From an optimization exercise on the open Yosys and OpenROAD flow, aimed at small area and a short achievable clock period; shortcuts taken in it are not production practice.
The RTL of this run was laid out without a check of its function.
The clock port is modelled as an ideal driver; clocking choices that lean on that would not hold on a real chip.
No activity file was given, so power comes from the tool's default toggle rates.

**design/flow/flow/run.sh**
```bash
#!/bin/bash
# Own layout flow: the standard ORFS flow (standard.sh, unchanged synthesis), with
#  - timing repair aimed below the design's period (SETUP_SLACK_MARGIN; the SDC is unchanged),
#  - port buffers of a normal buffer cell rather than the smallest one,
#  - after CTS, the clock port drives the tree's second level directly (flow/flatten_clock_root.tcl).
# Each step's full log is kept by ORFS under orfs/logs/; make's own output goes to flow.log.
set -uo pipefail
here=$(pwd)
bash standard.sh SETUP_SLACK_MARGIN=7.55 "BUFFER_PORTS_ARGS=-buffer_cell sky130_fd_sc_hd__buf_2" \
  "POST_CTS_TCL=$here/flow/flatten_clock_root.tcl" finish > flow.log 2>&1
```
**design/flow/design.v**
```verilog
module rrc_filter #(
	parameter WIDTH = 9
)(
	input logic clk,
	input logic rst,
	input logic signed [WIDTH-1:0] filter_in,
	output logic signed [WIDTH-1:0] filter_out
);
  logic [8:0] sr0, sr1, sr2, sr3, sr4, sr5, sr6, sr7, sr8, sr9, sr10, sr11, sr12, sr13, sr14, sr15, sr16, sr17, sr18, sr19, sr20, sr21, sr22, sr23, sr24, sr25, sr26, sr27;
  always_ff @(posedge clk or posedge rst) begin
    if (rst) begin
      sr0 <= 9'h000;
      sr1 <= 9'h000;
      sr2 <= 9'h000;
      sr3 <= 9'h000;
      sr4 <= 9'h000;
      sr5 <= 9'h000;
      sr6 <= 9'h000;
      sr7 <= 9'h000;
      sr8 <= 9'h000;
      sr9 <= 9'h000;
      sr10 <= 9'h000;
      sr11 <= 9'h000;
      sr12 <= 9'h000;
      sr13 <= 9'h000;
      sr14 <= 9'h000;
      sr15 <= 9'h000;
      sr16 <= 9'h000;
      sr17 <= 9'h000;
      sr18 <= 9'h000;
      sr19 <= 9'h000;
      sr20 <= 9'h000;
      sr21 <= 9'h000;
      sr22 <= 9'h000;
      sr23 <= 9'h000;
      sr24 <= 9'h000;
      sr25 <= 9'h000;
      sr26 <= 9'h000;
      sr27 <= 9'h000;
    end else begin
      sr0 <= filter_in;
      sr1 <= sr0;
      sr2 <= sr1;
      sr3 <= sr2;
      sr4 <= sr3;
      sr5 <= sr4;
      sr6 <= sr5;
      sr7 <= sr6;
      sr8 <= sr7;
      sr9 <= sr8;
      sr10 <= sr9;
      sr11 <= sr10;
      sr12 <= sr11;
      sr13 <= sr12;
      sr14 <= sr13;
      sr15 <= sr14;
      sr16 <= sr15;
      sr17 <= sr16;
      sr18 <= sr17;
      sr19 <= sr18;
      sr20 <= sr19;
      sr21 <= sr20;
      sr22 <= sr21;
      sr23 <= sr22;
      sr24 <= sr23;
      sr25 <= sr24;
      sr26 <= sr25;
      sr27 <= sr26;
    end
  end
  logic [9:0] t0;
  always_ff @(posedge clk or posedge rst) begin
    if (rst) t0 <= 10'd392;
    else t0 <= 10'd392 - {{1{filter_in[8]}}, filter_in};
  end
  logic [9:0] pv0;
  always_ff @(posedge clk or posedge rst) begin
    if (rst) pv0 <= 10'd0;
    else pv0 <= {sr11[8], sr11} + {sr13[8], sr13};
  end
  logic [30:0] cs3;
  logic [38:0] cs2;
  logic [39:0] cs1;
  wire n1 = ~sr26[0];
  wire s2, c3;
  rrc_fa u3 (.a(sr24[0]), .b(sr27[0]), .ci(n1), .s(s2), .co(c3));
  wire s4, c5;
  rrc_fa u5 (.a(sr16[0]), .b(sr18[0]), .ci(sr20[0]), .s(s4), .co(c5));
  wire s6, c7;
  rrc_fa u7 (.a(sr21[0]), .b(sr24[1]), .ci(sr27[1]), .s(s6), .co(c7));
  wire n8 = ~c3;
  wire s9, c10;
  rrc_fa u10 (.a(sr23[0]), .b(sr26[1]), .ci(n8), .s(s9), .co(c10));
  wire n11 = ~s6;
  wire s12, c13;
  rrc_fa u13 (.a(s4), .b(n11), .ci(s9), .s(s12), .co(c13));
  wire s14, c15;
  rrc_fa u15 (.a(sr15[0]), .b(sr16[1]), .ci(sr18[1]), .s(s14), .co(c15));
  wire s16, c17;
  rrc_fa u17 (.a(sr20[1]), .b(sr23[1]), .ci(sr26[2]), .s(s16), .co(c17));
  wire s18, c19;
  rrc_fa u19 (.a(sr21[1]), .b(sr24[2]), .ci(sr27[2]), .s(s18), .co(c19));
  wire n20 = ~c7;
  wire s21, c22;
  rrc_fa u22 (.a(c5), .b(n20), .ci(s14), .s(s21), .co(c22));
  wire n23 = ~s18;
  wire s24, c25;
  rrc_fa u25 (.a(s16), .b(n23), .ci(c10), .s(s24), .co(c25));
  wire s26, c27;
  rrc_fa u27 (.a(s21), .b(c13), .ci(s24), .s(s26), .co(c27));
  wire s28, c29;
  rrc_fa u29 (.a(sr15[1]), .b(sr16[0]), .ci(sr16[2]), .s(s28), .co(c29));
  wire s30, c31;
  rrc_fa u31 (.a(sr17[0]), .b(sr18[2]), .ci(sr20[2]), .s(s30), .co(c31));
  wire s32, c33;
  rrc_fa u33 (.a(sr18[0]), .b(sr21[2]), .ci(sr24[3]), .s(s32), .co(c33));
  wire n34 = ~sr27[3];
  wire s35, c36;
  rrc_fa u36 (.a(sr23[2]), .b(sr26[3]), .ci(n34), .s(s35), .co(c36));
  wire n37 = ~c19;
  wire s38, c39;
  rrc_fa u39 (.a(c15), .b(c17), .ci(n37), .s(s38), .co(c39));
  wire s40, c41;
  rrc_fa u41 (.a(s28), .b(s30), .ci(s35), .s(s40), .co(c41));
  wire n42 = ~s32;
  wire s43, c44;
  rrc_fa u44 (.a(n42), .b(c22), .ci(s38), .s(s43), .co(c44));
  wire s45, c46;
  rrc_fa u46 (.a(s40), .b(c25), .ci(s43), .s(s45), .co(c46));
  wire s47, c48;
  rrc_fa u48 (.a(sr15[2]), .b(sr16[1]), .ci(sr16[3]), .s(s47), .co(c48));
  wire s49, c50;
  rrc_fa u50 (.a(sr17[1]), .b(sr18[3]), .ci(sr20[3]), .s(s49), .co(c50));
  wire s51, c52;
  rrc_fa u52 (.a(sr18[1]), .b(sr21[3]), .ci(sr24[4]), .s(s51), .co(c52));
  wire n53 = ~sr27[4];
  wire s54, c55;
  rrc_fa u55 (.a(sr23[3]), .b(sr26[4]), .ci(n53), .s(s54), .co(c55));
  wire s56, c57;
  rrc_fa u57 (.a(c29), .b(c31), .ci(c36), .s(s56), .co(c57));
  wire s58, c59;
  rrc_fa u59 (.a(s47), .b(s49), .ci(s54), .s(s58), .co(c59));
  wire n60 = ~c39;
  wire s61, c62;
  rrc_fa u62 (.a(c33), .b(s51), .ci(n60), .s(s61), .co(c62));
  wire s63, c64;
  rrc_fa u64 (.a(c41), .b(s56), .ci(s58), .s(s63), .co(c64));
  wire n65 = ~s61;
  wire s66, c67;
  rrc_fa u67 (.a(c44), .b(n65), .ci(s63), .s(s66), .co(c67));
  wire s68, c69;
  rrc_fa u69 (.a(sr15[3]), .b(sr16[2]), .ci(sr16[4]), .s(s68), .co(c69));
  wire s70, c71;
  rrc_fa u71 (.a(sr17[2]), .b(sr18[4]), .ci(sr20[4]), .s(s70), .co(c71));
  wire s72, c73;
  rrc_fa u73 (.a(sr15[0]), .b(sr18[2]), .ci(sr21[4]), .s(s72), .co(c73));
  wire n74 = ~sr24[5];
  wire s75, c76;
  rrc_fa u76 (.a(sr23[4]), .b(sr26[5]), .ci(n74), .s(s75), .co(c76));
  wire s77, c78;
  rrc_fa u78 (.a(c48), .b(c50), .ci(c55), .s(s77), .co(c78));
  wire s79, c80;
  rrc_fa u80 (.a(sr27[5]), .b(c52), .ci(s72), .s(s79), .co(c80));
  wire s81, c82;
  rrc_fa u82 (.a(s68), .b(s70), .ci(s75), .s(s81), .co(c82));
  wire s83, c84;
  rrc_fa u84 (.a(c57), .b(c59), .ci(s77), .s(s83), .co(c84));
  wire n85 = ~s81;
  wire s86, c87;
  rrc_fa u87 (.a(s79), .b(n85), .ci(c62), .s(s86), .co(c87));
  wire n88 = ~s86;
  wire s89, c90;
  rrc_fa u90 (.a(c64), .b(s83), .ci(n88), .s(s89), .co(c90));
  wire s91, c92;
  rrc_fa u92 (.a(sr15[4]), .b(sr16[3]), .ci(sr16[5]), .s(s91), .co(c92));
  wire s93, c94;
  rrc_fa u94 (.a(sr17[3]), .b(sr18[5]), .ci(sr20[5]), .s(s93), .co(c94));
  wire s95, c96;
  rrc_fa u96 (.a(sr15[1]), .b(sr18[3]), .ci(sr21[5]), .s(s95), .co(c96));
  wire n97 = ~sr24[6];
  wire s98, c99;
  rrc_fa u99 (.a(sr23[5]), .b(sr26[6]), .ci(n97), .s(s98), .co(c99));
  wire s100, c101;
  rrc_fa u101 (.a(c69), .b(c71), .ci(c76), .s(s100), .co(c101));
  wire s102, c103;
  rrc_fa u103 (.a(sr27[6]), .b(c73), .ci(s95), .s(s102), .co(c103));
  wire s104, c105;
  rrc_fa u105 (.a(s91), .b(s93), .ci(s98), .s(s104), .co(c105));
  wire s106, c107;
  rrc_fa u107 (.a(c78), .b(c82), .ci(s100), .s(s106), .co(c107));
  wire n108 = ~s104;
  wire s109, c110;
  rrc_fa u110 (.a(c80), .b(s102), .ci(n108), .s(s109), .co(c110));
  wire n111 = ~s109;
  wire s112, c113;
  rrc_fa u113 (.a(c84), .b(s106), .ci(n111), .s(s112), .co(c113));
  wire s114, c115;
  rrc_fa u115 (.a(sr15[5]), .b(sr16[4]), .ci(sr16[6]), .s(s114), .co(c115));
  wire s116, c117;
  rrc_fa u117 (.a(sr17[4]), .b(sr18[6]), .ci(sr20[6]), .s(s116), .co(c117));
  wire s118, c119;
  rrc_fa u119 (.a(sr15[2]), .b(sr18[4]), .ci(sr21[6]), .s(s118), .co(c119));
  wire n120 = ~sr24[7];
  wire s121, c122;
  rrc_fa u122 (.a(sr23[6]), .b(sr26[7]), .ci(n120), .s(s121), .co(c122));
  wire s123, c124;
  rrc_fa u124 (.a(c92), .b(c94), .ci(c99), .s(s123), .co(c124));
  wire s125, c126;
  rrc_fa u126 (.a(sr27[7]), .b(c96), .ci(s118), .s(s125), .co(c126));
  wire s127, c128;
  rrc_fa u128 (.a(s114), .b(s116), .ci(s121), .s(s127), .co(c128));
  wire s129, c130;
  rrc_fa u130 (.a(c101), .b(c105), .ci(s123), .s(s129), .co(c130));
  wire n131 = ~s127;
  wire s132, c133;
  rrc_fa u133 (.a(c103), .b(s125), .ci(n131), .s(s132), .co(c133));
  wire n134 = ~c110;
  wire s135, c136;
  rrc_fa u136 (.a(c107), .b(s129), .ci(n134), .s(s135), .co(c136));
  wire s137, c138;
  rrc_fa u138 (.a(sr15[6]), .b(sr16[5]), .ci(sr16[7]), .s(s137), .co(c138));
  wire s139, c140;
  rrc_fa u140 (.a(sr17[5]), .b(sr18[7]), .ci(sr20[7]), .s(s139), .co(c140));
  wire s141, c142;
  rrc_fa u142 (.a(sr23[7]), .b(sr24[8]), .ci(sr27[8]), .s(s141), .co(c142));
  wire s143, c144;
  rrc_fa u144 (.a(sr15[3]), .b(sr18[5]), .ci(sr21[7]), .s(s143), .co(c144));
  wire s145, c146;
  rrc_fa u146 (.a(c115), .b(c117), .ci(c122), .s(s145), .co(c146));
  wire s147, c148;
  rrc_fa u148 (.a(sr26[8]), .b(c119), .ci(s143), .s(s147), .co(c148));
  wire s149, c150;
  rrc_fa u150 (.a(s137), .b(s139), .ci(s141), .s(s149), .co(c150));
  wire s151, c152;
  rrc_fa u152 (.a(c124), .b(c128), .ci(s145), .s(s151), .co(c152));
  wire n153 = ~s149;
  wire s154, c155;
  rrc_fa u155 (.a(c126), .b(s147), .ci(n153), .s(s154), .co(c155));
  wire n156 = ~c133;
  wire s157, c158;
  rrc_fa u158 (.a(c130), .b(s151), .ci(n156), .s(s157), .co(c158));
  wire s159, c160;
  rrc_fa u160 (.a(sr15[7]), .b(sr16[6]), .ci(sr17[6]), .s(s159), .co(c160));
  wire s161, c162;
  rrc_fa u162 (.a(sr15[4]), .b(sr16[8]), .ci(sr18[6]), .s(s161), .co(c162));
  wire s163, c164;
  rrc_fa u164 (.a(sr18[8]), .b(sr20[8]), .ci(sr23[8]), .s(s163), .co(c164));
  wire s165, c166;
  rrc_fa u166 (.a(sr21[8]), .b(c138), .ci(c140), .s(s165), .co(c166));
  wire n167 = ~c144;
  wire s168, c169;
  rrc_fa u169 (.a(c142), .b(n167), .ci(s159), .s(s168), .co(c169));
  wire n170 = ~c146;
  wire s171, c172;
  rrc_fa u172 (.a(s161), .b(s163), .ci(n170), .s(s171), .co(c172));
  wire n173 = ~c148;
  wire s174, c175;
  rrc_fa u175 (.a(c150), .b(s165), .ci(n173), .s(s174), .co(c175));
  wire n176 = ~s171;
  wire s177, c178;
  rrc_fa u178 (.a(s168), .b(c152), .ci(n176), .s(s177), .co(c178));
  wire s179, c180;
  rrc_fa u180 (.a(sr15[5]), .b(sr15[8]), .ci(sr18[7]), .s(s179), .co(c180));
  wire s181, c182;
  rrc_fa u182 (.a(sr16[7]), .b(sr17[7]), .ci(c160), .s(s181), .co(c182));
  wire s183, c184;
  rrc_fa u184 (.a(c162), .b(c164), .ci(s179), .s(s183), .co(c184));
  wire s185, c186;
  rrc_fa u186 (.a(c166), .b(c169), .ci(s181), .s(s185), .co(c186));
  wire n187 = ~c175;
  wire s188, c189;
  rrc_fa u189 (.a(s183), .b(c172), .ci(n187), .s(s188), .co(c189));
  wire s190, c191;
  rrc_fa u191 (.a(sr15[6]), .b(sr16[8]), .ci(sr17[8]), .s(s190), .co(c191));
  wire n192 = ~sr18[8];
  wire s193, c194;
  rrc_fa u194 (.a(n192), .b(c180), .ci(s190), .s(s193), .co(c194));
  wire n195 = ~c182;
  wire s196, c197;
  rrc_fa u197 (.a(n195), .b(c184), .ci(s193), .s(s196), .co(c197));
  wire n198 = ~c186;
  wire s199, c200;
  rrc_fa u200 (.a(n198), .b(s196), .ci(c189), .s(s199), .co(c200));
  wire s201, c202;
  rrc_fa u202 (.a(sr15[7]), .b(c191), .ci(c194), .s(s201), .co(c202));
  wire s203, c204;
  rrc_fa u204 (.a(cs3[1]), .b(sr11[0]), .ci(sr15[0]), .s(s203), .co(c204));
  wire s205, c206;
  rrc_fa u206 (.a(sr11[1]), .b(sr13[0]), .ci(sr15[1]), .s(s205), .co(c206));
  wire n207 = ~pv0[2];
  wire s208, c209;
  rrc_fa u209 (.a(n207), .b(cs3[2]), .ci(c204), .s(s208), .co(c209));
  wire s210, c211;
  rrc_fa u211 (.a(sr8[0]), .b(sr11[2]), .ci(sr13[1]), .s(s210), .co(c211));
  wire n212 = ~pv0[3];
  wire s213, c214;
  rrc_fa u214 (.a(sr15[2]), .b(n212), .ci(cs3[3]), .s(s213), .co(c214));
  wire s215, c216;
  rrc_fa u216 (.a(cs3[4]), .b(c206), .ci(s210), .s(s215), .co(c216));
  wire s217, c218;
  rrc_fa u218 (.a(s213), .b(c209), .ci(s215), .s(s217), .co(c218));
  wire s219, c220;
  rrc_fa u220 (.a(cs3[5]), .b(cs3[6]), .ci(sr8[1]), .s(s219), .co(c220));
  wire s221, c222;
  rrc_fa u222 (.a(sr11[3]), .b(sr13[2]), .ci(sr15[3]), .s(s221), .co(c222));
  wire s223, c224;
  rrc_fa u224 (.a(sr11[0]), .b(sr15[0]), .ci(pv0[0]), .s(s223), .co(c224));
  wire n225 = ~pv0[4];
  wire s226, c227;
  rrc_fa u227 (.a(n225), .b(c211), .ci(s219), .s(s226), .co(c227));
  wire n228 = ~s223;
  wire s229, c230;
  rrc_fa u230 (.a(s221), .b(c214), .ci(n228), .s(s229), .co(c230));
  wire s231, c232;
  rrc_fa u232 (.a(c216), .b(s226), .ci(s229), .s(s231), .co(c232));
  wire s233, c234;
  rrc_fa u234 (.a(sr8[2]), .b(sr11[4]), .ci(sr13[3]), .s(s233), .co(c234));
  wire s235, c236;
  rrc_fa u236 (.a(sr11[1]), .b(sr15[1]), .ci(pv0[1]), .s(s235), .co(c236));
  wire n237 = ~pv0[5];
  wire s238, c239;
  rrc_fa u239 (.a(sr15[4]), .b(n237), .ci(cs3[7]), .s(s238), .co(c239));
  wire s240, c241;
  rrc_fa u241 (.a(cs3[8]), .b(c220), .ci(c222), .s(s240), .co(c241));
  wire n242 = ~s233;
  wire s243, c244;
  rrc_fa u244 (.a(c224), .b(s235), .ci(n242), .s(s243), .co(c244));
  wire s245, c246;
  rrc_fa u246 (.a(s238), .b(c227), .ci(s240), .s(s245), .co(c246));
  wire n247 = ~s243;
  wire s248, c249;
  rrc_fa u249 (.a(c230), .b(n247), .ci(s245), .s(s248), .co(c249));
  wire s250, c251;
  rrc_fa u251 (.a(cs3[11]), .b(sr8[3]), .ci(sr11[5]), .s(s250), .co(c251));
  wire s252, c253;
  rrc_fa u253 (.a(sr13[0]), .b(sr13[4]), .ci(sr15[5]), .s(s252), .co(c253));
  wire s254, c255;
  rrc_fa u255 (.a(cs3[9]), .b(sr11[2]), .ci(sr15[2]), .s(s254), .co(c255));
  wire n256 = ~cs3[10];
  wire s257, c258;
  rrc_fa u258 (.a(pv0[2]), .b(pv0[6]), .ci(n256), .s(s257), .co(c258));
  wire n259 = ~c236;
  wire s260, c261;
  rrc_fa u261 (.a(c234), .b(n259), .ci(s250), .s(s260), .co(c261));
  wire n262 = ~s254;
  wire s263, c264;
  rrc_fa u264 (.a(s252), .b(c239), .ci(n262), .s(s263), .co(c264));
  wire n265 = ~c241;
  wire s266, c267;
  rrc_fa u267 (.a(s257), .b(n265), .ci(c244), .s(s266), .co(c267));
  wire s268, c269;
  rrc_fa u269 (.a(s260), .b(s263), .ci(c246), .s(s268), .co(c269));
  wire n270 = ~s266;
  wire s271, c272;
  rrc_fa u272 (.a(n270), .b(c249), .ci(s268), .s(s271), .co(c272));
  wire s273, c274;
  rrc_fa u274 (.a(cs3[13]), .b(sr8[4]), .ci(sr11[6]), .s(s273), .co(c274));
  wire s275, c276;
  rrc_fa u276 (.a(sr13[0]), .b(sr13[1]), .ci(sr13[5]), .s(s275), .co(c276));
  wire s277, c278;
  rrc_fa u278 (.a(cs3[12]), .b(sr11[3]), .ci(sr15[3]), .s(s277), .co(c278));
  wire n279 = ~pv0[3];
  wire s280, c281;
  rrc_fa u281 (.a(sr15[6]), .b(pv0[0]), .ci(n279), .s(s280), .co(c281));
  wire n282 = ~pv0[7];
  wire s283, c284;
  rrc_fa u284 (.a(n282), .b(cs3[14]), .ci(c251), .s(s283), .co(c284));
  wire n285 = ~c255;
  wire s286, c287;
  rrc_fa u287 (.a(c253), .b(n285), .ci(s273), .s(s286), .co(c287));
  wire n288 = ~s277;
  wire s289, c290;
  rrc_fa u290 (.a(s275), .b(s280), .ci(n288), .s(s289), .co(c290));
  wire n291 = ~c258;
  wire s292, c293;
  rrc_fa u293 (.a(n291), .b(c261), .ci(s283), .s(s292), .co(c293));
  wire s294, c295;
  rrc_fa u295 (.a(c264), .b(s286), .ci(s289), .s(s294), .co(c295));
  wire n296 = ~c267;
  wire s297, c298;
  rrc_fa u298 (.a(n296), .b(s292), .ci(s294), .s(s297), .co(c298));
  wire s299, c300;
  rrc_fa u300 (.a(cs3[16]), .b(sr8[5]), .ci(sr11[7]), .s(s299), .co(c300));
  wire s301, c302;
  rrc_fa u302 (.a(sr13[1]), .b(sr13[2]), .ci(sr13[6]), .s(s301), .co(c302));
  wire s303, c304;
  rrc_fa u304 (.a(sr11[4]), .b(sr15[4]), .ci(pv0[4]), .s(s303), .co(c304));
  wire n305 = ~pv0[8];
  wire s306, c307;
  rrc_fa u307 (.a(sr15[7]), .b(pv0[1]), .ci(n305), .s(s306), .co(c307));
  wire n308 = ~cs3[15];
  wire s309, c310;
  rrc_fa u310 (.a(cs3[17]), .b(n308), .ci(c274), .s(s309), .co(c310));
  wire n311 = ~c278;
  wire s312, c313;
  rrc_fa u313 (.a(c276), .b(c281), .ci(n311), .s(s312), .co(c313));
  wire s314, c315;
  rrc_fa u315 (.a(s299), .b(s301), .ci(s306), .s(s314), .co(c315));
  wire n316 = ~s303;
  wire s317, c318;
  rrc_fa u318 (.a(n316), .b(c284), .ci(c287), .s(s317), .co(c318));
  wire s319, c320;
  rrc_fa u320 (.a(s309), .b(c290), .ci(s312), .s(s319), .co(c320));
  wire s321, c322;
  rrc_fa u322 (.a(s314), .b(c293), .ci(s317), .s(s321), .co(c322));
  wire s323, c324;
  rrc_fa u324 (.a(cs3[20]), .b(sr8[6]), .ci(sr13[2]), .s(s323), .co(c324));
  wire s325, c326;
  rrc_fa u326 (.a(sr13[3]), .b(sr13[7]), .ci(pv0[2]), .s(s325), .co(c326));
  wire s327, c328;
  rrc_fa u328 (.a(cs3[19]), .b(sr11[5]), .ci(sr11[8]), .s(s327), .co(c328));
  wire s329, c330;
  rrc_fa u330 (.a(sr15[5]), .b(sr15[8]), .ci(pv0[5]), .s(s329), .co(c330));
  wire s331, c332;
  rrc_fa u332 (.a(pv0[9]), .b(cs3[18]), .ci(cs3[21]), .s(s331), .co(c332));
  wire s333, c334;
  rrc_fa u334 (.a(c300), .b(c302), .ci(c307), .s(s333), .co(c334));
  wire s335, c336;
  rrc_fa u336 (.a(c304), .b(s327), .ci(s329), .s(s335), .co(c336));
  wire s337, c338;
  rrc_fa u338 (.a(s323), .b(s325), .ci(s331), .s(s337), .co(c338));
  wire s339, c340;
  rrc_fa u340 (.a(c310), .b(c313), .ci(c315), .s(s339), .co(c340));
  wire n341 = ~s335;
  wire s342, c343;
  rrc_fa u343 (.a(s333), .b(n341), .ci(s337), .s(s342), .co(c343));
  wire s344, c345;
  rrc_fa u345 (.a(c318), .b(c320), .ci(s339), .s(s344), .co(c345));
  wire s346, c347;
  rrc_fa u347 (.a(cs3[22]), .b(cs3[23]), .ci(sr8[7]), .s(s346), .co(c347));
  wire s348, c349;
  rrc_fa u349 (.a(sr13[3]), .b(sr13[4]), .ci(pv0[3]), .s(s348), .co(c349));
  wire s350, c351;
  rrc_fa u351 (.a(sr11[6]), .b(sr13[8]), .ci(sr15[6]), .s(s350), .co(c351));
  wire s352, c353;
  rrc_fa u353 (.a(pv0[6]), .b(cs3[24]), .ci(c328), .s(s352), .co(c353));
  wire n354 = ~c330;
  wire s355, c356;
  rrc_fa u356 (.a(c324), .b(c326), .ci(n354), .s(s355), .co(c356));
  wire s357, c358;
  rrc_fa u358 (.a(s346), .b(s348), .ci(c332), .s(s357), .co(c358));
  wire n359 = ~c334;
  wire s360, c361;
  rrc_fa u361 (.a(s350), .b(n359), .ci(s352), .s(s360), .co(c361));
  wire n362 = ~c336;
  wire s363, c364;
  rrc_fa u364 (.a(s355), .b(n362), .ci(s357), .s(s363), .co(c364));
  wire n365 = ~s360;
  wire s366, c367;
  rrc_fa u367 (.a(c338), .b(c340), .ci(n365), .s(s366), .co(c367));
  wire s368, c369;
  rrc_fa u369 (.a(s363), .b(c343), .ci(c345), .s(s368), .co(c369));
  wire s370, c371;
  rrc_fa u371 (.a(sr13[4]), .b(sr13[5]), .ci(pv0[4]), .s(s370), .co(c371));
  wire s372, c373;
  rrc_fa u373 (.a(sr8[8]), .b(sr11[7]), .ci(sr15[7]), .s(s372), .co(c373));
  wire s374, c375;
  rrc_fa u375 (.a(pv0[7]), .b(cs3[25]), .ci(c351), .s(s374), .co(c375));
  wire s376, c377;
  rrc_fa u377 (.a(c347), .b(c349), .ci(s370), .s(s376), .co(c377));
  wire s378, c379;
  rrc_fa u379 (.a(s372), .b(c353), .ci(s374), .s(s378), .co(c379));
  wire s380, c381;
  rrc_fa u381 (.a(c356), .b(c358), .ci(s376), .s(s380), .co(c381));
  wire n382 = ~c364;
  wire s383, c384;
  rrc_fa u384 (.a(c361), .b(s378), .ci(n382), .s(s383), .co(c384));
  wire s385, c386;
  rrc_fa u386 (.a(sr11[8]), .b(sr13[5]), .ci(sr13[6]), .s(s385), .co(c386));
  wire s387, c388;
  rrc_fa u388 (.a(cs3[27]), .b(cs3[28]), .ci(pv0[8]), .s(s387), .co(c388));
  wire n389 = ~cs3[26];
  wire s390, c391;
  rrc_fa u391 (.a(sr15[8]), .b(pv0[5]), .ci(n389), .s(s390), .co(c391));
  wire n392 = ~c373;
  wire s393, c394;
  rrc_fa u394 (.a(c371), .b(n392), .ci(s385), .s(s393), .co(c394));
  wire n395 = ~s390;
  wire s396, c397;
  rrc_fa u397 (.a(s387), .b(n395), .ci(c375), .s(s396), .co(c397));
  wire n398 = ~c379;
  wire s399, c400;
  rrc_fa u400 (.a(c377), .b(s393), .ci(n398), .s(s399), .co(c400));
  wire n401 = ~s396;
  wire s402, c403;
  rrc_fa u403 (.a(n401), .b(c381), .ci(s399), .s(s402), .co(c403));
  wire s404, c405;
  rrc_fa u405 (.a(cs3[29]), .b(sr13[6]), .ci(sr13[7]), .s(s404), .co(c405));
  wire n406 = ~cs3[30];
  wire s407, c408;
  rrc_fa u408 (.a(pv0[6]), .b(pv0[9]), .ci(n406), .s(s407), .co(c408));
  wire n409 = ~c388;
  wire s410, c411;
  rrc_fa u411 (.a(c386), .b(n409), .ci(s404), .s(s410), .co(c411));
  wire s412, c413;
  rrc_fa u413 (.a(s407), .b(c391), .ci(c394), .s(s412), .co(c413));
  wire n414 = ~c397;
  wire s415, c416;
  rrc_fa u416 (.a(s410), .b(n414), .ci(s412), .s(s415), .co(c416));
  wire n417 = ~sr13[8];
  wire s418, c419;
  rrc_fa u419 (.a(sr13[7]), .b(pv0[7]), .ci(n417), .s(s418), .co(c419));
  wire s420, c421;
  rrc_fa u421 (.a(c405), .b(c408), .ci(s418), .s(s420), .co(c421));
  wire s422, c423;
  rrc_fa u423 (.a(c411), .b(s420), .ci(c413), .s(s422), .co(c423));
  wire n424 = ~sr13[8];
  wire s425, c426;
  rrc_fa u426 (.a(pv0[8]), .b(n424), .ci(c419), .s(s425), .co(c426));
  wire s427, c428;
  rrc_fa u428 (.a(c421), .b(s425), .ci(c423), .s(s427), .co(c428));
  wire s429, c430;
  rrc_fa u430 (.a(cs2[0]), .b(cs2[1]), .ci(sr2[0]), .s(s429), .co(c430));
  wire s431, c432;
  rrc_fa u432 (.a(cs2[3]), .b(sr0[1]), .ci(sr3[0]), .s(s431), .co(c432));
  wire s433, c434;
  rrc_fa u434 (.a(sr6[0]), .b(sr8[0]), .ci(sr10[0]), .s(s433), .co(c434));
  wire s435, c436;
  rrc_fa u436 (.a(cs2[2]), .b(sr2[1]), .ci(sr5[0]), .s(s435), .co(c436));
  wire n437 = ~c430;
  wire s438, c439;
  rrc_fa u439 (.a(n437), .b(s431), .ci(s433), .s(s438), .co(c439));
  wire s440, c441;
  rrc_fa u441 (.a(cs2[4]), .b(sr0[2]), .ci(sr3[1]), .s(s440), .co(c441));
  wire s442, c443;
  rrc_fa u443 (.a(sr6[1]), .b(sr8[1]), .ci(sr10[1]), .s(s442), .co(c443));
  wire n444 = ~sr11[0];
  wire s445, c446;
  rrc_fa u446 (.a(sr2[2]), .b(sr5[1]), .ci(n444), .s(s445), .co(c446));
  wire s447, c448;
  rrc_fa u448 (.a(cs2[5]), .b(c432), .ci(c434), .s(s447), .co(c448));
  wire n449 = ~c436;
  wire s450, c451;
  rrc_fa u451 (.a(n449), .b(s440), .ci(s442), .s(s450), .co(c451));
  wire n452 = ~s445;
  wire s453, c454;
  rrc_fa u454 (.a(n452), .b(c439), .ci(s447), .s(s453), .co(c454));
  wire s455, c456;
  rrc_fa u456 (.a(sr0[3]), .b(sr3[2]), .ci(sr6[2]), .s(s455), .co(c456));
  wire s457, c458;
  rrc_fa u458 (.a(sr8[2]), .b(sr10[0]), .ci(sr10[2]), .s(s457), .co(c458));
  wire s459, c460;
  rrc_fa u460 (.a(sr2[3]), .b(sr5[2]), .ci(sr8[0]), .s(s459), .co(c460));
  wire s461, c462;
  rrc_fa u462 (.a(sr11[1]), .b(cs2[6]), .ci(c441), .s(s461), .co(c462));
  wire n463 = ~c446;
  wire s464, c465;
  rrc_fa u465 (.a(c443), .b(n463), .ci(s455), .s(s464), .co(c465));
  wire n466 = ~s459;
  wire s467, c468;
  rrc_fa u468 (.a(s457), .b(n466), .ci(c448), .s(s467), .co(c468));
  wire s469, c470;
  rrc_fa u470 (.a(s461), .b(c451), .ci(s464), .s(s469), .co(c470));
  wire s471, c472;
  rrc_fa u472 (.a(s467), .b(c454), .ci(s469), .s(s471), .co(c472));
  wire s473, c474;
  rrc_fa u474 (.a(cs2[7]), .b(cs2[8]), .ci(sr0[4]), .s(s473), .co(c474));
  wire s475, c476;
  rrc_fa u476 (.a(sr3[3]), .b(sr6[3]), .ci(sr8[3]), .s(s475), .co(c476));
  wire s477, c478;
  rrc_fa u478 (.a(sr10[1]), .b(sr10[3]), .ci(sr11[2]), .s(s477), .co(c478));
  wire s479, c480;
  rrc_fa u480 (.a(sr2[4]), .b(sr5[3]), .ci(sr8[1]), .s(s479), .co(c480));
  wire n481 = ~c460;
  wire s482, c483;
  rrc_fa u483 (.a(c456), .b(c458), .ci(n481), .s(s482), .co(c483));
  wire s484, c485;
  rrc_fa u485 (.a(s473), .b(s475), .ci(s477), .s(s484), .co(c485));
  wire n486 = ~s479;
  wire s487, c488;
  rrc_fa u488 (.a(n486), .b(c462), .ci(c465), .s(s487), .co(c488));
  wire s489, c490;
  rrc_fa u490 (.a(s482), .b(s484), .ci(c468), .s(s489), .co(c490));
  wire s491, c492;
  rrc_fa u492 (.a(c470), .b(s487), .ci(s489), .s(s491), .co(c492));
  wire s493, c494;
  rrc_fa u494 (.a(sr0[5]), .b(sr3[4]), .ci(sr6[4]), .s(s493), .co(c494));
  wire s495, c496;
  rrc_fa u496 (.a(sr8[4]), .b(sr10[2]), .ci(sr10[4]), .s(s495), .co(c496));
  wire s497, c498;
  rrc_fa u498 (.a(sr2[5]), .b(sr5[4]), .ci(sr8[2]), .s(s497), .co(c498));
  wire n499 = ~sr11[0];
  wire s500, c501;
  rrc_fa u501 (.a(sr11[3]), .b(n499), .ci(cs2[9]), .s(s500), .co(c501));
  wire s502, c503;
  rrc_fa u503 (.a(cs2[10]), .b(c474), .ci(c476), .s(s502), .co(c503));
  wire n504 = ~c480;
  wire s505, c506;
  rrc_fa u506 (.a(c478), .b(n504), .ci(s493), .s(s505), .co(c506));
  wire n507 = ~s497;
  wire s508, c509;
  rrc_fa u509 (.a(s495), .b(n507), .ci(s500), .s(s508), .co(c509));
  wire s510, c511;
  rrc_fa u511 (.a(c483), .b(c485), .ci(s502), .s(s510), .co(c511));
  wire s512, c513;
  rrc_fa u513 (.a(s505), .b(s508), .ci(c488), .s(s512), .co(c513));
  wire s514, c515;
  rrc_fa u515 (.a(s510), .b(c490), .ci(s512), .s(s514), .co(c515));
  wire s516, c517;
  rrc_fa u517 (.a(sr0[6]), .b(sr3[5]), .ci(sr6[5]), .s(s516), .co(c517));
  wire s518, c519;
  rrc_fa u519 (.a(sr8[5]), .b(sr10[3]), .ci(sr10[5]), .s(s518), .co(c519));
  wire s520, c521;
  rrc_fa u521 (.a(sr2[6]), .b(sr5[5]), .ci(sr8[3]), .s(s520), .co(c521));
  wire n522 = ~sr11[1];
  wire s523, c524;
  rrc_fa u524 (.a(sr11[4]), .b(n522), .ci(cs2[11]), .s(s523), .co(c524));
  wire n525 = ~c498;
  wire s526, c527;
  rrc_fa u527 (.a(c494), .b(c496), .ci(n525), .s(s526), .co(c527));
  wire s528, c529;
  rrc_fa u529 (.a(s516), .b(s518), .ci(c501), .s(s528), .co(c529));
  wire n530 = ~s520;
  wire s531, c532;
  rrc_fa u532 (.a(n530), .b(s523), .ci(c503), .s(s531), .co(c532));
  wire s533, c534;
  rrc_fa u534 (.a(c506), .b(s526), .ci(c509), .s(s533), .co(c534));
  wire s535, c536;
  rrc_fa u536 (.a(s528), .b(s531), .ci(c511), .s(s535), .co(c536));
  wire s537, c538;
  rrc_fa u538 (.a(s533), .b(c513), .ci(s535), .s(s537), .co(c538));
  wire s539, c540;
  rrc_fa u540 (.a(cs2[14]), .b(sr0[7]), .ci(sr3[6]), .s(s539), .co(c540));
  wire s541, c542;
  rrc_fa u542 (.a(sr6[6]), .b(sr8[6]), .ci(sr10[4]), .s(s541), .co(c542));
  wire s543, c544;
  rrc_fa u544 (.a(sr2[7]), .b(sr5[6]), .ci(sr8[4]), .s(s543), .co(c544));
  wire n545 = ~sr11[2];
  wire s546, c547;
  rrc_fa u547 (.a(sr10[6]), .b(sr11[5]), .ci(n545), .s(s546), .co(c547));
  wire s548, c549;
  rrc_fa u549 (.a(cs2[12]), .b(cs2[13]), .ci(c517), .s(s548), .co(c549));
  wire n550 = ~c521;
  wire s551, c552;
  rrc_fa u552 (.a(c519), .b(n550), .ci(s539), .s(s551), .co(c552));
  wire s553, c554;
  rrc_fa u554 (.a(s541), .b(c524), .ci(s546), .s(s553), .co(c554));
  wire n555 = ~s543;
  wire s556, c557;
  rrc_fa u557 (.a(n555), .b(c527), .ci(s548), .s(s556), .co(c557));
  wire s558, c559;
  rrc_fa u559 (.a(c529), .b(s551), .ci(s553), .s(s558), .co(c559));
  wire s560, c561;
  rrc_fa u561 (.a(c532), .b(s556), .ci(c534), .s(s560), .co(c561));
  wire s562, c563;
  rrc_fa u563 (.a(cs2[15]), .b(cs2[18]), .ci(sr2[8]), .s(s562), .co(c563));
  wire s564, c565;
  rrc_fa u565 (.a(sr3[7]), .b(sr6[7]), .ci(sr8[7]), .s(s564), .co(c565));
  wire s566, c567;
  rrc_fa u567 (.a(sr10[5]), .b(sr10[7]), .ci(sr11[6]), .s(s566), .co(c567));
  wire s568, c569;
  rrc_fa u569 (.a(sr0[8]), .b(sr5[7]), .ci(sr8[5]), .s(s568), .co(c569));
  wire n570 = ~sr11[3];
  wire s571, c572;
  rrc_fa u572 (.a(n570), .b(cs2[16]), .ci(cs2[17]), .s(s571), .co(c572));
  wire s573, c574;
  rrc_fa u574 (.a(c540), .b(c542), .ci(c547), .s(s573), .co(c574));
  wire s575, c576;
  rrc_fa u576 (.a(s562), .b(s564), .ci(s566), .s(s575), .co(c576));
  wire n577 = ~s571;
  wire s578, c579;
  rrc_fa u579 (.a(c544), .b(s568), .ci(n577), .s(s578), .co(c579));
  wire s580, c581;
  rrc_fa u581 (.a(c549), .b(c552), .ci(s573), .s(s580), .co(c581));
  wire s582, c583;
  rrc_fa u583 (.a(c554), .b(s575), .ci(c557), .s(s582), .co(c583));
  wire n584 = ~s578;
  wire s585, c586;
  rrc_fa u586 (.a(n584), .b(s580), .ci(c559), .s(s585), .co(c586));
  wire s587, c588;
  rrc_fa u588 (.a(sr5[8]), .b(sr10[6]), .ci(sr11[7]), .s(s587), .co(c588));
  wire s589, c590;
  rrc_fa u590 (.a(sr3[8]), .b(sr6[8]), .ci(sr8[6]), .s(s589), .co(c590));
  wire s591, c592;
  rrc_fa u592 (.a(sr8[8]), .b(sr10[8]), .ci(sr11[4]), .s(s591), .co(c592));
  wire s593, c594;
  rrc_fa u594 (.a(cs2[19]), .b(cs2[20]), .ci(cs2[21]), .s(s593), .co(c594));
  wire s595, c596;
  rrc_fa u596 (.a(c563), .b(c565), .ci(c567), .s(s595), .co(c596));
  wire s597, c598;
  rrc_fa u598 (.a(c569), .b(s589), .ci(s591), .s(s597), .co(c598));
  wire s599, c600;
  rrc_fa u600 (.a(s587), .b(c572), .ci(s593), .s(s599), .co(c600));
  wire s601, c602;
  rrc_fa u602 (.a(c574), .b(c576), .ci(s595), .s(s601), .co(c602));
  wire n603 = ~s599;
  wire s604, c605;
  rrc_fa u605 (.a(s597), .b(c579), .ci(n603), .s(s604), .co(c605));
  wire s606, c607;
  rrc_fa u607 (.a(c581), .b(s601), .ci(c583), .s(s606), .co(c607));
  wire s608, c609;
  rrc_fa u609 (.a(cs2[22]), .b(cs2[23]), .ci(sr10[7]), .s(s608), .co(c609));
  wire s610, c611;
  rrc_fa u611 (.a(sr8[7]), .b(sr11[5]), .ci(sr11[8]), .s(s610), .co(c611));
  wire n612 = ~c588;
  wire s613, c614;
  rrc_fa u614 (.a(c590), .b(c592), .ci(n612), .s(s613), .co(c614));
  wire n615 = ~s610;
  wire s616, c617;
  rrc_fa u617 (.a(s608), .b(c594), .ci(n615), .s(s616), .co(c617));
  wire n618 = ~c596;
  wire s619, c620;
  rrc_fa u620 (.a(n618), .b(c598), .ci(s613), .s(s619), .co(c620));
  wire s621, c622;
  rrc_fa u622 (.a(c600), .b(s616), .ci(c602), .s(s621), .co(c622));
  wire s623, c624;
  rrc_fa u624 (.a(cs2[24]), .b(cs2[25]), .ci(cs2[27]), .s(s623), .co(c624));
  wire s625, c626;
  rrc_fa u626 (.a(cs2[26]), .b(sr10[8]), .ci(sr11[6]), .s(s625), .co(c626));
  wire n627 = ~c611;
  wire s628, c629;
  rrc_fa u629 (.a(sr8[8]), .b(c609), .ci(n627), .s(s628), .co(c629));
  wire n630 = ~s623;
  wire s631, c632;
  rrc_fa u632 (.a(s625), .b(n630), .ci(c614), .s(s631), .co(c632));
  wire n633 = ~c620;
  wire s634, c635;
  rrc_fa u635 (.a(s628), .b(c617), .ci(n633), .s(s634), .co(c635));
  wire n636 = ~cs2[29];
  wire s637, c638;
  rrc_fa u638 (.a(cs2[28]), .b(sr11[7]), .ci(n636), .s(s637), .co(c638));
  wire n639 = ~c624;
  wire s640, c641;
  rrc_fa u641 (.a(c626), .b(n639), .ci(s637), .s(s640), .co(c641));
  wire n642 = ~c629;
  wire s643, c644;
  rrc_fa u644 (.a(n642), .b(s640), .ci(c632), .s(s643), .co(c644));
  wire s645, c646;
  rrc_fa u646 (.a(cs2[32]), .b(sr11[8]), .ci(cs2[30]), .s(s645), .co(c646));
  wire n647 = ~c638;
  wire s648, c649;
  rrc_fa u649 (.a(cs2[31]), .b(s645), .ci(n647), .s(s648), .co(c649));
  wire n650 = ~s648;
  wire s651, c652;
  rrc_fa u652 (.a(c641), .b(n650), .ci(c644), .s(s651), .co(c652));
  wire s653, c654;
  rrc_fa u654 (.a(cs2[33]), .b(cs2[34]), .ci(c646), .s(s653), .co(c654));
  wire n655 = ~cs2[36];
  wire s656, c657;
  rrc_fa u657 (.a(cs2[37]), .b(cs2[38]), .ci(n655), .s(s656), .co(c657));
  wire n658 = ~cs1[1];
  wire n659 = ~cs1[2];
  wire n660 = ~cs1[20];
  wire n661 = ~cs1[23];
  wire n662 = ~cs1[24];
  wire n663 = ~cs1[27];
  wire n664 = ~cs1[31];
  wire n665 = ~cs1[32];
  wire n666 = ~cs1[35];
  wire s667, c668;
  rrc_ha u668 (.a(cs1[13]), .b(cs1[14]), .s(s667), .co(c668));
  wire s669, c670;
  rrc_ha u670 (.a(cs1[17]), .b(cs1[19]), .s(s669), .co(c670));
  wire s671, c672;
  rrc_ha u672 (.a(cs1[22]), .b(t0[9]), .s(s671), .co(c672));
  wire s673, c674;
  rrc_fa1 u674 (.a(cs1[26]), .b(n661), .s(s673), .co(c674));
  wire s675, c676;
  rrc_ha u676 (.a(cs1[16]), .b(cs1[15]), .s(s675), .co(c676));
  wire s677, c678;
  rrc_fa u678 (.a(cs1[18]), .b(t0[8]), .ci(c668), .s(s677), .co(c678));
  wire s679, c680;
  rrc_fa u680 (.a(cs1[21]), .b(c670), .ci(n660), .s(s679), .co(c680));
  wire s681, c682;
  rrc_fa u682 (.a(n662), .b(cs1[25]), .ci(c672), .s(s681), .co(c682));
  wire s683, c684;
  rrc_fa u684 (.a(cs1[28]), .b(cs1[29]), .ci(n663), .s(s683), .co(c684));
  wire n685 = ~cs1[33];
  wire s686, c687;
  rrc_ha u687 (.a(cs1[0]), .b(t0[0]), .s(s686), .co(c687));
  wire s688, c689;
  rrc_fa u689 (.a(t0[1]), .b(n659), .ci(cs1[3]), .s(s688), .co(c689));
  wire s690, c691;
  rrc_fa u691 (.a(cs1[5]), .b(t0[2]), .ci(cs1[4]), .s(s690), .co(c691));
  wire s692, c693;
  rrc_ha u693 (.a(cs1[6]), .b(t0[3]), .s(s692), .co(c693));
  wire s694, c695;
  rrc_fa u695 (.a(cs1[8]), .b(t0[4]), .ci(cs1[7]), .s(s694), .co(c695));
  wire s696, c697;
  rrc_fa u697 (.a(t0[5]), .b(cs1[9]), .ci(cs1[10]), .s(s696), .co(c697));
  wire s698, c699;
  rrc_fa u699 (.a(cs1[11]), .b(cs1[12]), .ci(t0[6]), .s(s698), .co(c699));
  wire s700, c701;
  rrc_fa u701 (.a(t0[7]), .b(s667), .ci(s675), .s(s700), .co(c701));
  wire s702, c703;
  rrc_fa u703 (.a(s669), .b(c676), .ci(s677), .s(s702), .co(c703));
  wire s704, c705;
  rrc_fa u705 (.a(s671), .b(c678), .ci(s679), .s(s704), .co(c705));
  wire s706, c707;
  rrc_fa u707 (.a(s673), .b(c680), .ci(s681), .s(s706), .co(c707));
  wire s708, c709;
  rrc_fa u709 (.a(c674), .b(c682), .ci(s683), .s(s708), .co(c709));
  wire s710, c711;
  rrc_fa u711 (.a(cs1[30]), .b(n664), .ci(c684), .s(s710), .co(c711));
  wire n712 = ~n665;
  wire s713, c714;
  rrc_fa u714 (.a(cs1[34]), .b(n666), .ci(n685), .s(s713), .co(c714));
  wire s715, c716;
  rrc_fa u716 (.a(cs1[36]), .b(cs1[37]), .ci(cs1[33]), .s(s715), .co(c716));
  wire n717 = ~cs1[38];
  always_ff @(posedge clk or posedge rst) begin
    if (rst) cs3 <= 31'b0000111001001101100010110011101;
    else cs3 <= {c202, sr15[8], c200, s201, c197, s199, s188, c178, s185, s177, c158, c155, s174, s157, c136, s154, s135, c113, s132, c90, s112, c87, s89, c67, s66, c46, s45, c27, s26, s12, s2};
  end
  always_ff @(posedge clk or posedge rst) begin
    if (rst) cs2 <= 39'b000111011011000010011111100000110000001;
    else cs2 <= {c428, c426, pv0[9], s427, s422, c416, c403, s415, c400, s402, c384, c369, s383, c367, s380, s368, s366, s344, c322, s342, c298, s321, s319, c295, c272, s297, c269, s271, s248, c232, s231, c218, s217, s208, s205, s203, pv0[1], pv0[0], cs3[0]};
  end
  always_ff @(posedge clk or posedge rst) begin
    if (rst) cs1 <= 40'b0111110001000010011101001010101010011010;
    else cs1 <= {c657, s656, c654, cs2[35], c652, c649, s653, s651, s643, c635, s634, c622, s631, c607, s621, c605, s619, s606, c586, s604, s585, c561, s582, c538, s560, c536, s558, s537, c515, s514, c492, s491, c472, s471, s453, s450, s438, s435, s429, sr0[0]};
  end
  wire [18:0] fa_ = {1'b1, cs1[39], n717, s715, s713, n712, s710, s708, s706, s704, s702, s700, s698, s696, s694, s692, s690, s688, n658};
  wire [18:0] fb_ = {1'b0, cs1[38], c716, c714, n665, c711, c709, c707, c705, c703, c701, c699, c697, c695, c693, c691, c689, c687, s686};
  wire [18:0] sum_ = fa_ + fb_;
  wire ovf_ = (sum_[18] != sum_[16]) || (sum_[17] != sum_[16]);
  wire [8:0] y_ = ovf_ ? (sum_[18] ? 9'h100 : 9'h0ff) : sum_[16:8];
  always_ff @(posedge clk or posedge rst) begin
    if (rst) filter_out <= 9'd0;
    else filter_out <= y_;
  end
endmodule
module rrc_fa (input logic a, input logic b, input logic ci, output logic s, output logic co);
  assign s = a ^ b ^ ci;
  assign co = (a & b) | (a & ci) | (b & ci);
endmodule
module rrc_carry8 (input logic [7:0] a, input logic [7:0] b, output logic co);
  wire [8:0] t = {1'b0, a} + {1'b0, b};
  assign co = t[8];
endmodule
module rrc_hsat (input logic [10:0] a, input logic [10:0] b, input logic ci, output logic [8:0] y);
  wire [11:0] t2 = {a, ci} + {b, ci};
  wire [10:0] t = t2[11:1];
  wire ovf = (t[10] != t[8]) || (t[9] != t[8]);
  assign y = ovf ? (t[10] ? 9'h100 : 9'h0ff) : t[8:0];
endmodule
module rrc_fa1 (input logic a, input logic b, output logic s, output logic co);
  assign s = ~(a ^ b);
  assign co = a | b;
endmodule
module rrc_ha (input logic a, input logic b, output logic s, output logic co);
  assign s = a ^ b;
  assign co = a & b;
endmodule
```
**design/flow/flow/flatten_clock_root.tcl**
```tcl
set block [ord::get_db_block]
set clknet [$block findNet clk]
set roots {}
foreach it [$clknet getITerms] {
  if {[$it isInputSignal]} { lappend roots [$it getInst] }
}
puts "flatten_clock_root: clock port feeds [llength $roots] cell(s)"
if {[llength $roots] == 1} {
  set root [lindex $roots 0]
  set master [[$root getMaster] getName]
  set out {}
  foreach it [$root getITerms] {
    if {[$it isOutputSignal]} { set out [$it getNet] }
  }
  set loads {}
  foreach it [$out getITerms] {
    if {[$it isInputSignal]} { lappend loads $it }
  }
  puts "flatten_clock_root: root [$root getName] ($master) drives [llength $loads] cell(s)"
  if {[llength $loads] <= 4 && [llength $loads] > 0} {
    foreach it $loads {
      set inst [$it getInst]
      set pin [$it getMTerm]
      set pname "[$inst getName]/[$pin getName]"
      disconnect_pin [$out getName] $pname
      connect_pin clk $pname
    }
    set rname [$root getName]
    set oname [$out getName]
    delete_instance $rname
    delete_net $oname
    puts "flatten_clock_root: removed $rname"
    estimate_parasitics -placement
    report_clock_latency
  }
}
```
**design/flow/standard.sh**
```bash
#!/bin/bash
# synth_recipe.tcl (not shown) runs the flow's synth.tcl, then flattens the netlist and writes it again
# the make line also repeats each setting of config.mk as NAME=value (left out here)
make -C /OpenROAD-flow-scripts/flow DESIGN_CONFIG=/design/flow/config.mk WORK_HOME=/design/flow/orfs CLKGATE_MAP_FILE= SYNTH_SCRIPT=/design/flow/synth_recipe.tcl "${@:-finish}"
```
**design/flow/config.mk**
```make
export PLATFORM = sky130hd
export DESIGN_NAME = rrc_filter
export DESIGN_NICKNAME = rrc_filter
export VERILOG_FILES = /design/flow/design.v
export SDC_FILE = /design/flow/constraint.sdc
export NUM_CORES = 4
export LEC_CHECK = 0
export ABC_CLOCK_PERIOD_IN_PS = 800
export CAP_MARGIN = 20
export CORE_MARGIN = 2
export CORE_UTILIZATION = 70
export CTS_BUF_LIST = sky130_fd_sc_hd__clkbuf_16
export CTS_CLUSTER_DIAMETER = 80
export CTS_CLUSTER_SIZE = 30
export PLACE_DENSITY = 0.75
export SLEW_MARGIN = 20
export SYNTH_HIERARCHICAL = 1
```
**design/flow/constraint.sdc**
```tcl
create_clock -name core_clock -period 10.5 [get_ports {clk}]
set_input_delay 2.1000 -clock core_clock [delete_from_list [all_inputs] [get_ports {clk}]]
set_output_delay 2.1000 -clock core_clock [all_outputs]
set_load 0.01 [all_outputs]
```
==> results_dict.tcl <==
set metrics [dict create \
    power_uw 6690 \
    path_class "reg -> reg" \
    power.internal_uw 4000 \
    tritoncts "built" \
    min_period_ps 3340 \
    area_growth_pct 8.22 \
    grt_antenna_before_repair 0 \
    clock_power_share 0.110 \
    vdd_drop_max_v 0.000507 \
    remaining_drc_errors 0 \
    wl_um 30600 \
    synth_warnings 7 \
    synthesis.area_mm2 0.0175 \
    pre_cts_slack_ps 5980 \
    num_vias 7448 \
    die_h_um 162 \
    nNetsFinal 1369 \
    ant_nets 0 \
    drive_above_1_share 0.173 \
    setup_violations 0 \
    syn_avg_cell_area_um2 18.0 \
    start_util 0.717 \
    finalCritPeriodShare 0.319 \
    grt_max_degree 95 \
    grt_setup_unrepaired "yes" \
    skew_ps 28.0 \
    r2r_cells 11 \
    fp.coreArea_mm2 0.0245 \
    setup_tns_ps 0 \
    synthFlopType "dfrtp_1" \
    clock-sinks 388 \
    final_util 0.776 \
    clk_latency_ps 400 \
    grt_pass1_vias 8993 \
    via_per_inst 5.47 \
    io_buffers 19 \
    setup_slack_ps 7160 \
    place_congestion 0.911 \
    grt_use_total 0.257 \
    status "finished clean" \
    place.detailed.hpwl_um 22600 \
    synth-seq-cells 388 \
    worst_pin_slew_ps 529 \
    critical_path_required_ps 10750 \
    design.die.area_mm2 0.0263 \
    cp-start-kind "flop" \
    fmax_ghz 0.299 \
    row_count 57 \
    holdWs_ps 350 \
    syn-num-nets 1313 \
    drt-wirelength-per-cell_um 22.4 \
    synth_edf_count 0 \
    die_x_um 162 \
    drt_iter0_drc 420 \
    drt-pass1-iter-count 4 \
    whs_path_depth 0 \
    leakagePower_uw 0.00840 \
    cts.reportedPaths.clkPinSlew_ps 110 \
    power_frac_seq 0.316 \
    finalMaxSlewViolations 0 \
    end_kind "flop" \
    ios 20 \
    drv_cap 0 \
    power_frac_comb 0.574 \
    grt_pass1_wl_um 49800 \
    swShare 0.403 \
    syn_inst 972 \
    slew-limit-headroom 0.645 \
    overflow 0 \
    hold_viol 0 \
    synth.distinct_cells 51 \
    min_path_type "reg -> reg" \
    synth-seq-area-share 0.558 \
    worstPathMaxFanout 6 \
    power_density_mw_per_mm2 353 \
    power.switching_uw 2690 \
    critPathArrivalTime_ps 3590 \
    synthArstFlopShare 1.00 \
    antenna_cells 0 \
]
layer usage:
layer	GRT usage	vias up	part of all wire
met5	0	-	0
li1	-	3087	-
met2	0.438	130	0.53
met3	0.0268	51	0.029
met1	0.376	4180	0.42
met4	0.0555	0	0.023
metrics by stage:
stage                     std cells  instance area [um2]
after floorplan                 972                17600
after global placement         1317                18100
after detailed placement       1317                18100
after global routing           1362                19000
final                          1362                19000
sequential cells by signal (all words and copies together) (netlist names), 10 cells and up:
signal  flops
cs1        39
pv0        10
cs2        39
cs3        31
power groups by stage:
stage	combinational, uW	clock [uW]	sequential (uW)
finish	3840	733	2120
global route	4300	809	2150
detailed placement	3370	0	2150
global placement	3230	0	2130
floorplan	2550	0	2100
cells in the final DEF (no fill, tap or decap), drive strengths merged, types with 3 or more instances in the layout:
cell    synthesis  routed
ha             34      34
clkbuf          0      16
nand2          11      11
buf             1      36
o21bai          6       6
fa            296     296
a21oi          24      24
dfrtp         334     334
and3            3       3
dfstp          54      54
inv           128     136
xnor2          14      14
xor2            9       9
nor2            3       3
nor3            3       3
a21o            8       8
a31oi           4       4
clkinv          0       3
o21ai           9       9
synth_stat cells, types with 2 or more instances:
master,instances,area [um2]
nand2_1,11,41.3
nand4_1,2,12.5
fa_1,296,5930
a21oi_1,23,115
a211oi_1,2,15.0
o21ai_0,4,20.0
o211a_1,2,20.0
ha_1,34,425
nor3_1,2,10.0
o21bai_1,5,37.5
dfrtp_1,334,8360
nor2_1,3,11.3
xnor2_1,13,114
and3_1,3,18.8
a31o_2,2,17.5
a31oi_1,3,18.8
xor2_1,9,78.8
a21o_2,3,26.3
dfstp_2,54,1420
inv_1,128,480
and2_1,2,12.5
o21ai_1,4,20.0
a21o_1,5,37.5
per-module statistics from Yosys (local to each module, per instance):
module	times used	area, um2	flip-flops and latches	cells
rrc_filter	1	11500	388	666
rrc_ha	6	12.5	0	1
rrc_fa	295	20.0	0	1
rrc_fa1	1	27.5	0	5
layout make-up:
class                           count  area [um2]
Sequential cell                   388        9810
Multi-Input combinational cell    455        7460
Fill cell                        1296        5490
Inverter                          128         484
Tap cell                          324         405
Clock buffer                       16         400
Timing Repair Buffer               38         344
Clock inverter                     12        72.6
Timing Repair inverter              1        5.00
cell families (layout without fill, tap and decap cells):
| family | count (synthesis) | after routing | synth area share |
|---|---|---|---|
| XOR/XNOR | 23 | 23 | 0.0119 |
| AND/OR/NAND/NOR | 36 | 36 | 0.0130 |
| adder cells (fa/ha/maj) | 330 | 330 | 0.362 |
| flip-flops | 388 | 388 | 0.558 |
| AO/OA/AOI/OAI | 66 | 66 | 0.0275 |
| buffers and inverters | 129 | 195 | 0.0278 |
worst max-delay path, cell delays in order, from the launching register on:
cell and delay, ps:
dfstp_2 560, ha_4 140, fa_2 430, fa_2 550, ha_4 210, and4_4 210, nand2b_4 90, and2b_4 200
nor3_4 300, xnor2_4 140, o21ai_4 250, a21oi_1 130
path summary, 6_finish.rpt:
| check | from | endpoint | slack [ps] |
|---|---|---|---|
| worst max-delay path | cs1[22]$_DFF_PP1_ | filter_out[2]$_DFF_PP0_ | 7160 |
| worst min-delay path | sr14[4]$_DFF_PP0_ | sr15[4]$_DFF_PP0_ | 350 |
| worst max register to register | cs1[22]$_DFF_PP1_ | filter_out[2]$_DFF_PP0_ | 7160 |
| worst min register to register | sr14[4]$_DFF_PP0_ | sr15[4]$_DFF_PP0_ | 350 |
| max in group asynchronous | rst | cs2[7]$_DFF_PP1_ | 7680 |
| min in group asynchronous | rst | sr19[8]$_DFF_PP0_ | 1720 |

port drivers added, routing unchanged:
How much do the figures lean on ideal ports? The routed layout below was timed once more, with nothing changed but the port constraints. Step 1 assumes that a clkbuf_16 drives the clock port and a buf_2 every other input. Step 2, shift: input delay + t, output delay - t, t = (earliest + latest rising clock arrival at the registers) / 2. This alone moves slack from input paths to output paths. Three values: no drivers, after step 1, after step 2; two values: the first two.
t (ns): 0.448
setup WS [ns]: 7.155 / 7.155 / 7.155
latest minus earliest clock arrival (ns): 0.035 / 0.034
After both steps setup and hold are still met in this run. For this run, drivers alone change the setup slack by 0.000 ns; drivers and shift together by 0.000 ns.
